What follows belongs to an exercise in optimizing a design on an open flow for small area and a short achievable clock period; a production flow would make more cautious choices.
Where RTL was checked, it was by simulation tests only, not by an equivalence proof against the original.
No activity file was given, so power comes from the tool's default toggle rates.

==> run G: inputs <==
==> flow/design.v (excerpt) <==
module TopModule (
    input clk,
    input [31:0] global_data,
    input [7:0] global_control,
    input [11:0] global_control2,
    input [31:0] global_filter,
    output [63:0] global_output
);
    genvar i;
    generate
        for (i = 0; i < 4; i = i + 1) begin : PE_INST
            pe pe_inst (
                .clk(clk),
                .a(global_control2[3*i +: 3]),
                .r(global_control[2*i +: 2]),
                .in1(global_data[8*i +: 8]),
                .filter(global_filter[8*i +: 8]),
                .pe_out(global_output[16*i +: 16])
            );
        end
    endgenerate
endmodule
==> module mul_csa, before the edit <==
module mul_csa (
    input  [7:0] A,
    input  [9:2] A3,
    input  [7:0] B,
    output [15:0] s,
    output [14:0] t
);
    wire [9:0] a1 = {2'b0, A};
    wire [9:0] a2 = {1'b0, A, 1'b0};
    wire [9:0] p0, p1, p2, p3;
    wire [1:0] d0 = B[1:0];
    assign p0 = ({10{d0 == 2'd1}} & a1) | ({10{d0 == 2'd2}} & a2) |
                ({10{d0 == 2'd3}} & {A3, A[1] ^ A[0], A[0]});
    wire [1:0] d1 = B[3:2];
    assign p1 = ({10{d1 == 2'd1}} & a1) | ({10{d1 == 2'd2}} & a2) |
                ({10{d1 == 2'd3}} & {A3, A[1] ^ A[0], A[0]});
    wire [1:0] d2 = B[5:4];
    assign p2 = ({10{d2 == 2'd1}} & a1) | ({10{d2 == 2'd2}} & a2) |
                ({10{d2 == 2'd3}} & {A3, A[1] ^ A[0], A[0]});
    wire [1:0] d3 = B[7:6];
    assign p3 = ({10{d3 == 2'd1}} & a1) | ({10{d3 == 2'd2}} & a2) |
                ({10{d3 == 2'd3}} & {A3, A[1] ^ A[0], A[0]});
    wire hs0 = p0[6] ^ p1[4];
    wire hc0 = p0[6] & p1[4];
    wire fs0 = p0[7] ^ p1[5] ^ p2[3];
    wire fc0 = (p0[7] & p1[5]) | (p0[7] & p2[3]) | (p1[5] & p2[3]);
    wire fs1 = p0[8] ^ p1[6] ^ p2[4];
    wire fc1 = (p0[8] & p1[6]) | (p0[8] & p2[4]) | (p1[6] & p2[4]);
    wire fs2 = p0[9] ^ p1[7] ^ p2[5];
    wire fc2 = (p0[9] & p1[7]) | (p0[9] & p2[5]) | (p1[7] & p2[5]);
    wire hs1 = p1[8] ^ p2[6];
    wire hc1 = p1[8] & p2[6];
    wire hs2 = p1[9] ^ p2[7];
    wire hc2 = p1[9] & p2[7];
    wire hs3 = p0[4] ^ p1[2];
    wire hc3 = p0[4] & p1[2];
    wire fs3 = p0[5] ^ p1[3] ^ p2[1];
    wire fc3 = (p0[5] & p1[3]) | (p0[5] & p2[1]) | (p1[3] & p2[1]);
    wire fs4 = p2[2] ^ p3[0] ^ hs0;
    wire fc4 = (p2[2] & p3[0]) | (p2[2] & hs0) | (p3[0] & hs0);
    wire fs5 = p3[1] ^ hc0 ^ fs0;
    wire fc5 = (p3[1] & hc0) | (p3[1] & fs0) | (hc0 & fs0);
    wire fs6 = p3[2] ^ fc0 ^ fs1;
    wire fc6 = (p3[2] & fc0) | (p3[2] & fs1) | (fc0 & fs1);
    wire fs7 = p3[3] ^ fc1 ^ fs2;
    wire fc7 = (p3[3] & fc1) | (p3[3] & fs2) | (fc1 & fs2);
    wire fs8 = p3[4] ^ hs1 ^ fc2;
    wire fc8 = (p3[4] & hs1) | (p3[4] & fc2) | (hs1 & fc2);
    wire fs9 = p3[5] ^ hc1 ^ hs2;
    wire fc9 = (p3[5] & hc1) | (p3[5] & hs2) | (hc1 & hs2);
    wire fs10 = p2[8] ^ p3[6] ^ hc2;
    wire fc10 = (p2[8] & p3[6]) | (p2[8] & hc2) | (p3[6] & hc2);
    wire hs4 = p2[9] ^ p3[7];
    wire hc4 = p2[9] & p3[7];
    assign s[0] = p0[0];
    assign s[1] = p0[1];
    assign s[2] = p0[2];
    assign s[3] = p0[3];
    assign s[4] = p2[0];
    assign s[5] = hc3;
    assign s[6] = fc3;
    assign s[7] = fc4;
    assign s[8] = fc5;
    assign s[9] = fc6;
    assign s[10] = fc7;
    assign s[11] = fs9;
    assign s[12] = fs10;
    assign s[13] = hs4;
    assign s[14] = p3[8];
    assign s[15] = p3[9];
    assign t[0] = 1'b0;
    assign t[1] = 1'b0;
    assign t[2] = p1[0];
    assign t[3] = p1[1];
    assign t[4] = hs3;
    assign t[5] = fs3;
    assign t[6] = fs4;
    assign t[7] = fs5;
    assign t[8] = fs6;
    assign t[9] = fs7;
    assign t[10] = fs8;
    assign t[11] = fc8;
    assign t[12] = fc9;
    assign t[13] = fc10;
    assign t[14] = hc4;
endmodule
==> module pe, before the edit <==
module pe (
    input clk,
    input [2:0] a,
    input [1:0] r,
    input [7:0] in1,
    input [7:0] filter,
    output reg [15:0] pe_out
);
    reg [7:0] A, B;
    reg [9:2] A3;      
    reg [15:0] cs;
    reg [14:4] ct;
    reg cc;
    wire [15:0] ms;
    wire [14:0] mt;
    mul_csa mul (.A(A), .A3(A3), .B(B), .s(ms), .t(mt));
    wire [8:0] in3 = in1[7:1] + in1;    
    reg [15:0] xs;
    reg [14:0] xt;
    always @(*) begin
        case (a)
            3'b000: begin xs = {{(16-8){1'b0}}, A};  xt = {{(15-8){1'b0}}, B}; end
            3'b001: begin xs = ms;                     xt = mt; end
            3'b010: begin xs = {{(16-8){1'b0}}, A & B}; xt = 0; end
            3'b011: begin xs = {{(16-8){1'b0}}, A | B}; xt = 0; end
            3'b100: begin xs = {{(16-8){1'b0}}, ~A}; xt = 0; end
            default: begin xs = {{(16-8){1'b0}}, ~B}; xt = 0; end
        endcase
    end
    wire [4:0] lo_mul = ms[3:0] + mt[3:0];
    wire [4:0] lo_add = A[3:0] + B[3:0];
    wire [4:0] lo = (a == 3'b001) ? lo_mul : (a == 3'b000) ? lo_add : {1'b0, xs[3:0]};
    wire [15:4] hi = cs[15:4] + ct + cc;
    always @(posedge clk) begin
        if (r == 2'b00) begin
            A <= in1;
            A3 <= in3[8:1];
            B <= filter;
        end
        if (r == 2'b01)
            pe_out <= {hi, cs[3:0]};
        if (~(a[2] & a[1])) begin
            cs <= {xs[15:4], lo[3:0]};
            ct <= xt[14:4];
            cc <= lo[4];
        end
    end
endmodule
Settings: LEC_CHECK=0, CAP_MARGIN=20, CORE_MARGIN=2, CORE_UTILIZATION=60, CTS_CLUSTER_DIAMETER=150, CTS_CLUSTER_SIZE=28, SETUP_SLACK_MARGIN=4.4, SLEW_MARGIN=20, TNS_END_PERCENT=50; clock period 7.0 ns.
standard.sh (not shown) runs the stock make flow with config.mk's settings and CLKGATE_MAP_FILE= SYNTH_SCRIPT=/design/flow/synth_recipe.tcl, a recipe that flattens the netlist after the stock synthesis.
==> flow/flow/run.sh <==
#!/bin/bash
# Standard synthesis, then the standard layout steps, with the port buffers
# started as sky130_fd_sc_hd__buf_1 (timing repair resizes them as needed).
set -euo pipefail
bash standard.sh synth > synth_make.log 2>&1
export BUFFER_PORTS_ARGS="-buffer_cell sky130_fd_sc_hd__buf_1"
bash standard.sh finish > finish_make.log 2>&1
==> inputs of run Z, as changes to run G <==
--- a/flow/design.v
+++ b/flow/design.v
@@ -3,3 +3,3 @@
     input  [7:0] A,
-    input  [9:2] A3,
+    input  [9:1] A3,
     input  [7:0] B,
@@ -13,12 +13,12 @@
     assign p0 = ({10{d0 == 2'd1}} & a1) | ({10{d0 == 2'd2}} & a2) |
-                ({10{d0 == 2'd3}} & {A3, A[1] ^ A[0], A[0]});
+                ({10{d0 == 2'd3}} & {A3, A[0]});
     wire [1:0] d1 = B[3:2];
     assign p1 = ({10{d1 == 2'd1}} & a1) | ({10{d1 == 2'd2}} & a2) |
-                ({10{d1 == 2'd3}} & {A3, A[1] ^ A[0], A[0]});
+                ({10{d1 == 2'd3}} & {A3, A[0]});
     wire [1:0] d2 = B[5:4];
     assign p2 = ({10{d2 == 2'd1}} & a1) | ({10{d2 == 2'd2}} & a2) |
-                ({10{d2 == 2'd3}} & {A3, A[1] ^ A[0], A[0]});
+                ({10{d2 == 2'd3}} & {A3, A[0]});
     wire [1:0] d3 = B[7:6];
     assign p3 = ({10{d3 == 2'd1}} & a1) | ({10{d3 == 2'd2}} & a2) |
-                ({10{d3 == 2'd3}} & {A3, A[1] ^ A[0], A[0]});
+                ({10{d3 == 2'd3}} & {A3, A[0]});
     wire hs0 = p0[6] ^ p1[4];
@@ -96,6 +96,5 @@
     reg [7:0] A, B;
-    reg [9:2] A3;      
+    reg [9:1] A3;      
     reg [15:0] cs;
-    reg [14:4] ct;
-    reg cc;
+    reg [14:0] ct;
     wire [15:0] ms;
@@ -103,19 +102,2 @@
     mul_csa mul (.A(A), .A3(A3), .B(B), .s(ms), .t(mt));
-    wire [8:0] in3 = in1[7:1] + in1;    
-    reg [15:0] xs;
-    reg [14:0] xt;
-    always @(*) begin
-        case (a)
-            3'b000: begin xs = {{(16-8){1'b0}}, A};  xt = {{(15-8){1'b0}}, B}; end
-            3'b001: begin xs = ms;                     xt = mt; end
-            3'b010: begin xs = {{(16-8){1'b0}}, A & B}; xt = 0; end
-            3'b011: begin xs = {{(16-8){1'b0}}, A | B}; xt = 0; end
-            3'b100: begin xs = {{(16-8){1'b0}}, ~A}; xt = 0; end
-            default: begin xs = {{(16-8){1'b0}}, ~B}; xt = 0; end
-        endcase
-    end
-    wire [4:0] lo_mul = ms[3:0] + mt[3:0];
-    wire [4:0] lo_add = A[3:0] + B[3:0];
-    wire [4:0] lo = (a == 3'b001) ? lo_mul : (a == 3'b000) ? lo_add : {1'b0, xs[3:0]};
-    wire [15:4] hi = cs[15:4] + ct + cc;
     always @(posedge clk) begin
@@ -123,3 +105,3 @@
             A <= in1;
-            A3 <= in3[8:1];
+            A3 <= in1[7:1] + in1;
             B <= filter;
@@ -127,8 +109,12 @@
         if (r == 2'b01)
-            pe_out <= {hi, cs[3:0]};
-        if (~(a[2] & a[1])) begin
-            cs <= {xs[15:4], lo[3:0]};
-            ct <= xt[14:4];
-            cc <= lo[4];
-        end
+            pe_out <= {{(16-16){1'b0}}, cs} + {{(16-15){1'b0}}, ct};
+        case (a)
+            3'b000: begin cs <= {{(16-8){1'b0}}, A};  ct <= {{(15-8){1'b0}}, B}; end
+            3'b001: begin cs <= ms;         ct <= mt; end
+            3'b010: begin cs <= {{(16-8){1'b0}}, A & B}; ct <= 0; end
+            3'b011: begin cs <= {{(16-8){1'b0}}, A | B}; ct <= 0; end
+            3'b100: begin cs <= {{(16-8){1'b0}}, ~A}; ct <= 0; end
+            3'b101: begin cs <= {{(16-8){1'b0}}, ~B}; ct <= 0; end
+            default: ;
+        endcase
     end
==> flow/run.sh (new file) <==
#!/bin/bash
# synth_recipe.tcl (not shown) runs the flow's synth.tcl, then flattens the netlist and writes it again
# the make line also repeats each setting of config.mk as NAME=value (left out here)
make -C /OpenROAD-flow-scripts/flow DESIGN_CONFIG=/design/flow/config.mk WORK_HOME=/design/flow/orfs CLKGATE_MAP_FILE= SYNTH_SCRIPT=/design/flow/synth_recipe.tcl finish
SETUP_SLACK_MARGIN = 4.7   (was 4.4)
TNS_END_PERCENT = not set   (was 50)
removed: flow/flow/run.sh
removed: flow/standard.sh
==> inputs of run F, as changes to run G <==
--- a/flow/design.v
+++ b/flow/design.v
@@ -3,3 +3,3 @@
     input  [7:0] A,
-    input  [9:2] A3,
+    input  [9:0] A3,
     input  [7:0] B,
@@ -13,12 +13,12 @@
     assign p0 = ({10{d0 == 2'd1}} & a1) | ({10{d0 == 2'd2}} & a2) |
-                ({10{d0 == 2'd3}} & {A3, A[1] ^ A[0], A[0]});
+                ({10{d0 == 2'd3}} & A3);
     wire [1:0] d1 = B[3:2];
     assign p1 = ({10{d1 == 2'd1}} & a1) | ({10{d1 == 2'd2}} & a2) |
-                ({10{d1 == 2'd3}} & {A3, A[1] ^ A[0], A[0]});
+                ({10{d1 == 2'd3}} & A3);
     wire [1:0] d2 = B[5:4];
     assign p2 = ({10{d2 == 2'd1}} & a1) | ({10{d2 == 2'd2}} & a2) |
-                ({10{d2 == 2'd3}} & {A3, A[1] ^ A[0], A[0]});
+                ({10{d2 == 2'd3}} & A3);
     wire [1:0] d3 = B[7:6];
     assign p3 = ({10{d3 == 2'd1}} & a1) | ({10{d3 == 2'd2}} & a2) |
-                ({10{d3 == 2'd3}} & {A3, A[1] ^ A[0], A[0]});
+                ({10{d3 == 2'd3}} & A3);
     wire hs0 = p0[6] ^ p1[4];
@@ -96,6 +96,5 @@
     reg [7:0] A, B;
-    reg [9:2] A3;      
+    reg [9:0] A3;
     reg [15:0] cs;
-    reg [14:4] ct;
-    reg cc;
+    reg [14:0] ct;
     wire [15:0] ms;
@@ -103,19 +102,2 @@
     mul_csa mul (.A(A), .A3(A3), .B(B), .s(ms), .t(mt));
-    wire [8:0] in3 = in1[7:1] + in1;    
-    reg [15:0] xs;
-    reg [14:0] xt;
-    always @(*) begin
-        case (a)
-            3'b000: begin xs = {{(16-8){1'b0}}, A};  xt = {{(15-8){1'b0}}, B}; end
-            3'b001: begin xs = ms;                     xt = mt; end
-            3'b010: begin xs = {{(16-8){1'b0}}, A & B}; xt = 0; end
-            3'b011: begin xs = {{(16-8){1'b0}}, A | B}; xt = 0; end
-            3'b100: begin xs = {{(16-8){1'b0}}, ~A}; xt = 0; end
-            default: begin xs = {{(16-8){1'b0}}, ~B}; xt = 0; end
-        endcase
-    end
-    wire [4:0] lo_mul = ms[3:0] + mt[3:0];
-    wire [4:0] lo_add = A[3:0] + B[3:0];
-    wire [4:0] lo = (a == 3'b001) ? lo_mul : (a == 3'b000) ? lo_add : {1'b0, xs[3:0]};
-    wire [15:4] hi = cs[15:4] + ct + cc;
     always @(posedge clk) begin
@@ -123,3 +105,3 @@
             A <= in1;
-            A3 <= in3[8:1];
+            A3 <= {2'b0, in1} + {1'b0, in1, 1'b0};
             B <= filter;
@@ -127,8 +109,12 @@
         if (r == 2'b01)
-            pe_out <= {hi, cs[3:0]};
-        if (~(a[2] & a[1])) begin
-            cs <= {xs[15:4], lo[3:0]};
-            ct <= xt[14:4];
-            cc <= lo[4];
-        end
+            pe_out <= {{(16-16){1'b0}}, cs} + {{(16-15){1'b0}}, ct};
+        case (a)
+            3'b000: begin cs <= {{(16-8){1'b0}}, A};  ct <= {{(15-8){1'b0}}, B}; end
+            3'b001: begin cs <= ms;         ct <= mt; end
+            3'b010: begin cs <= {{(16-8){1'b0}}, A & B}; ct <= 0; end
+            3'b011: begin cs <= {{(16-8){1'b0}}, A | B}; ct <= 0; end
+            3'b100: begin cs <= {{(16-8){1'b0}}, ~A}; ct <= 0; end
+            3'b101: begin cs <= {{(16-8){1'b0}}, ~B}; ct <= 0; end
+            default: ;
+        endcase
     end
==> flow/run.sh (new file) <==
#!/bin/bash
# synth_recipe.tcl (not shown) runs the flow's synth.tcl, then flattens the netlist and writes it again
# the make line also repeats each setting of config.mk as NAME=value (left out here)
make -C /OpenROAD-flow-scripts/flow DESIGN_CONFIG=/design/flow/config.mk WORK_HOME=/design/flow/orfs CLKGATE_MAP_FILE= SYNTH_SCRIPT=/design/flow/synth_recipe.tcl finish
CORE_UTILIZATION = 40   (was 60)
CTS_CLUSTER_DIAMETER = not set   (was 150)
CTS_CLUSTER_SIZE = not set   (was 28)
SETUP_SLACK_MARGIN = 4.5   (was 4.4)
TNS_END_PERCENT = not set   (was 50)
removed: flow/flow/run.sh
removed: flow/standard.sh
==> comparison <==
Of run G and run Z, run Z has the higher worst hold slack (gap 0.14 ns). The highest combinational power belongs to run Z, the lowest to run G. Design area: run Z is larger than run F (about 0.33%). In run Z the synthesized cell count is larger than in run G, by about 0.45%. Clock power: run F > run Z > run G. Run Z produced a clean layout. Run G passed the timing, DRC and antenna checks. Run F produced a clean layout. Die area: run F > run Z > run G.
==> figures <==
|  | run Z | run G | run F |
|---|---|---|---|
| Endpoint of the lowest-slack register-to-register path | PE_INST[3].pe_inst.ct[7]$_DFFE_PP_ | PE_INST[3].pe_inst.ct[8]$_DFFE_PN_ | PE_INST[0].pe_inst.ct[7]$_DFFE_PP_ |
| Adder-cell share of the synthesized area | 13.0% | 15.6% | 12.9% |
| Count of cells along the worst hold path | 1 | 0 | 1 |
| H-tree depth | 1 | 1 | 2 |
| Fraction of layout instances using a drive strength above 1 | 29.3% | 8.65% | 23.6% |
| Static Leakage | 9.57 nW | 8.23 nW | 9.60 nW |
| Post-Place Cells | 2228 | 2228 | 2465 |
| Clock buffers created by TritonCTS | 14 | 13 | 36 |
| Register-to-register setup slack | 4.48 ns | 4.44 ns | 4.44 ns |
| First-pass GRT wire length | 73000 um | 66100 um | 75500 um |
| Result of the run | no timing/DRC/antenna violations | no timing/DRC/antenna violations | no timing/DRC/antenna violations |
| Cell at the slowest stage of the critical path | sky130_fd_sc_hd__edfxtp_1 | sky130_fd_sc_hd__fa_1 | sky130_fd_sc_hd__edfxtp_1 |
| Post-route core utilization | 75.0% | 66.1% | 49.4% |
| Area share of xor/xnor cells in the synthesized design | 3.33% | 3.35% | 2.99% |
No functional check of the RTL was part of run F.

## static timing again, ports no longer ideal
How much do the figures lean on ideal ports? The routed layouts below were timed once more, with nothing changed but the port constraints.
Step 1: set_driving_cell puts a clkbuf_16 on clk and a buf_2 on each other input, an assumption about the parent block.
Step 2, shift: input delay + t, output delay - t, t = (earliest + latest rising clock arrival at the registers) / 2. This alone moves slack from input paths to output paths.
Three values: no drivers, after step 1, after step 2; two values: the first two.
run | t (ns) | slack for setup (ns) | clock arrival spread, ns | worst data-port slew with drivers (ns)
run G | 0.539 | 4.390 / 4.377 / 3.838 | 0.018 / 0.018 | 0.08
run Z | 0.552 | 4.474 / 4.420 / 3.961 | 0.030 / 0.030 | 0.11
run F | 0.582 | 4.399 / 4.349 / 3.941 | 0.013 / 0.014 | 0.09
After both steps setup and hold are still met in every run listed. For run G, which loses most, drivers alone change the setup slack by -0.013 ns; drivers and shift together by -0.552 ns.
